Background: an optimization exercise with open tools, aiming at small area, a short achievable clock period and few clock cycles per item. Do not read the settings as production practice.
RTL that was checked went through simulation tests only; none was proved equivalent to the original.

==> module fcn_mac_u, before the edit <==
module fcn_mac_u #(parameter FIRST = 0) (
  input  logic [14:0]        h,
  input  logic signed [3:0]  w,
  input  logic signed [15:0] acc_in,
  output logic signed [15:0] acc_out
);
  logic signed [19:0] p;
  logic signed [15:0] ps, hs;
  logic signed [16:0] sum;
  always_comb begin
    hs = {1'b0, h};
    p = hs * w;
    ps = (p > 20'sd32767) ? 16'sh7fff : (p < -20'sd32768) ? 16'sh8000 : p[15:0];
    sum = (FIRST ? 17'sd0 : {acc_in[15], acc_in}) + {ps[15], ps};
    acc_out = (sum[16] != sum[15]) ? {sum[16], {15{~sum[16]}}} : sum[15:0];
  end
endmodule
make LEC_CHECK=0 CAP_MARGIN=20 CORE_MARGIN=2 CORE_UTILIZATION=40 SLEW_MARGIN=20 finish   # period 10.0 ns
run.sh (not shown) runs the stock make flow with config.mk's settings and CLKGATE_MAP_FILE= SYNTH_SCRIPT=/design/flow/synth_recipe.tcl, a recipe that flattens the netlist after the stock synthesis.
Testbench counts at the start, summed over its fixed seeds: cycles 3,296, items 192.
Next try:
--- a/flow/design.v
+++ b/flow/design.v
@@ -2,17 +2,16 @@
   input  logic [14:0]        h,
   input  logic signed [3:0]  w,
   input  logic signed [15:0] acc_in,
   output logic signed [15:0] acc_out
 );
   logic signed [19:0] p;
-  logic signed [15:0] ps, hs;
+  logic signed [15:0] ps;
   logic signed [16:0] sum;
   always_comb begin
-    hs = {1'b0, h};
-    p = hs * w;
+    p = $signed({1'b0, h}) * w;
     ps = (p > 20'sd32767) ? 16'sh7fff : (p < -20'sd32768) ? 16'sh8000 : p[15:0];
     sum = (FIRST ? 17'sd0 : {acc_in[15], acc_in}) + {ps[15], ps};
     acc_out = (sum[16] != sum[15]) ? {sum[16], {15{~sum[16]}}} : sum[15:0];
   end
 endmodule
 module fcn_mac_s #(parameter FIRST = 0) (
Result:
- final area is lower by 1.5%
- global-route usage rose by 0.57 points
- flip-flop and latch count is unchanged
- clock-buffer cell count decreases by 1
- wire length rises by 1.8%
- cell count went down by 1.2%
- register-to-register slack degrades by 570 ps
- critical path depth goes down by 1
The RTL of the second run of this note was laid out without a check of its function.

---

run A:
Another version of the RTL of net_4_8_12_16_16_1_10 (not shown whole).
Size: ~10000 cells after synthesis, ~38 I/O pins.
make LEC_CHECK=0 ABC_CLOCK_PERIOD_IN_PS=5000 CAP_MARGIN=20 CORE_MARGIN=2 CORE_UTILIZATION=40 SETUP_SLACK_MARGIN=4 SLEW_MARGIN=20 finish   # period 10.0 ns
Here is what was changed in the inputs of run B compared with run A.
diff --git a/flow/design.v b/flow/design.v
--- a/flow/design.v
+++ b/flow/design.v
@@ -458,41 +458,47 @@
     default: w = 4'sd0;
   endcase
   l3_w = w;
 endfunction
   logic [3:0] c;            
   logic       v0, v1, v2;   
   logic [2:0] wcnt;         
-  logic       ovalid, adv, empty, take, full_next, launch;
-  assign ovalid = (c >= 4'd10) ? v1 : v2;
-  assign adv    = ~(ovalid & ~output_ready);
+  logic       pvalid;       
+  logic       skv;          
+  logic       adv;          
+  logic       empty, take, launch;
+  assign pvalid = (c >= 4'd10) ? v1 : v2;
+  assign adv    = ~skv;
   assign empty  = ~(v0 | v1 | v2);
   assign input_ready = ~wcnt[2] & ~(v0 & ({1'b0, c} < 5'(wcnt) + 5'd8));
-  assign take      = input_valid & input_ready;
-  assign full_next = wcnt[2] | (wcnt[1] & wcnt[0] & take);
-  assign launch    = adv & full_next & (c == 4'd15);
+  assign take   = input_valid & input_ready;
+  assign launch = adv & wcnt[2] & (c == 4'd15);
   always_ff @(posedge clk) begin
     if (reset) begin
       c <= 4'd15;
       v0 <= 1'b0; v1 <= 1'b0; v2 <= 1'b0;
       wcnt <= 3'd0;
+      skv <= 1'b0;
     end else begin
       if (launch)
         wcnt <= 3'd0;
       else if (take)
         wcnt <= wcnt + 3'd1;
       if (adv) begin
         c <= (empty & ~launch) ? 4'd15 : c + 4'd1;
         if (c == 4'd15) begin
           v0 <= launch; v1 <= v0; v2 <= v1;
         end
       end
+      if (skv)
+        skv <= ~output_ready;
+      else
+        skv <= pvalid & ~output_ready;
     end
   end
-  assign output_valid = ovalid;
   logic [15:0] xm [4];
   logic        xs [4];
   always_ff @(posedge clk)
     if (take) begin
       xm[wcnt[1:0]] <= input_data[15] ? 16'(-input_data) : input_data;
       xs[wcnt[1:0]] <= input_data[15];
     end
@@ -647,11 +653,13 @@
   fcn_acc l3_a10 (.pm(l3_qm10), .s(l3_qs10), .acc_in(r3[9]), .acc_out(a3[10]));
   always_ff @(posedge clk) if (adv) r3[10] <= a3[10];
   logic [15:0] l3_pm11; logic l3_s11;
   fcn_prod #(15) l3_p11 (.h(h2[11]), .hs(1'b0), .w(l3_w(c, 11)), .pm(l3_pm11), .s(l3_s11));
   logic [15:0] l3_qm11; logic l3_qs11;
   always_ff @(posedge clk) if (adv) begin l3_qm11 <= l3_pm11; l3_qs11 <= l3_s11; end
   fcn_acc l3_a11 (.pm(l3_qm11), .s(l3_qs11), .acc_in(r3[10]), .acc_out(a3[11]));
-  logic [14:0] yreg;
+  logic [14:0] yreg, skd;
   always_ff @(posedge clk) if (adv) yreg <= a3[11][15] ? 15'd0 : a3[11][14:0];
-  assign output_data = {1'b0, yreg};
+  always_ff @(posedge clk) if (~skv) skd <= yreg;
+  assign output_valid = skv | pvalid;
+  assign output_data  = {1'b0, skv ? skd : yreg};
 endmodule
==> comparison <==
Run B finished all stages; the layout is clean.
Comparing run A and run B, transition time at the pin with the least slew margin is higher on run A.
[compare] base=run A new=run B: cell area saw an increase, global-route wire length before repair saw an increase, final worst-path cycle share saw an increase.
c[3]$_SDFFE_PP1N_ as the critical path startpoint was reported by run B, and l2_p0.w[0]$_DFF_P_ by run A.
No functional check of the RTL was part of any run of this note.

separate check: timing with driven ports:
No port has a modelled driver above. Below, the same layouts with a new extraction and two added sets of constraints. Step 1 (the two cells are an assumption about what drives the block):
set clk [get_ports {clk}]
set_driving_cell -lib_cell sky130_fd_sc_hd__clkbuf_16 $clk
set_driving_cell -lib_cell sky130_fd_sc_hd__buf_2 [delete_from_list [all_inputs] $clk]
Step 2 times the ports against the registers' clock, not the clock port: input delays grow and output delays shrink by t, the midpoint of the rising clock arrivals with the driver on. Three values: ideal ports, drivers, drivers and shift; two values: the first two.
run	t (ns)	slack for setup (ns)	worst setup path at the end	worst register clock-pin slew, ns	worst slew at a driven data input, ns
the first run of note 1	0.845	1.442 / 1.442 / 1.442	register to register	0.07 / 0.07	0.13
the second run of note 1	0.840	0.874 / 0.874 / 0.874	register to register	0.08 / 0.08	0.18
run A	0.883	4.224 / 4.224 / 3.622	input to register	0.07 / 0.07	0.18
run B	0.885	4.138 / 4.138 / 3.645	input to register	0.07 / 0.07	0.13
After both steps setup and hold are still met in every run listed. The setup slack of run A, which loses most, moves by 0.000 ns with the drivers and by -0.602 ns with both steps.
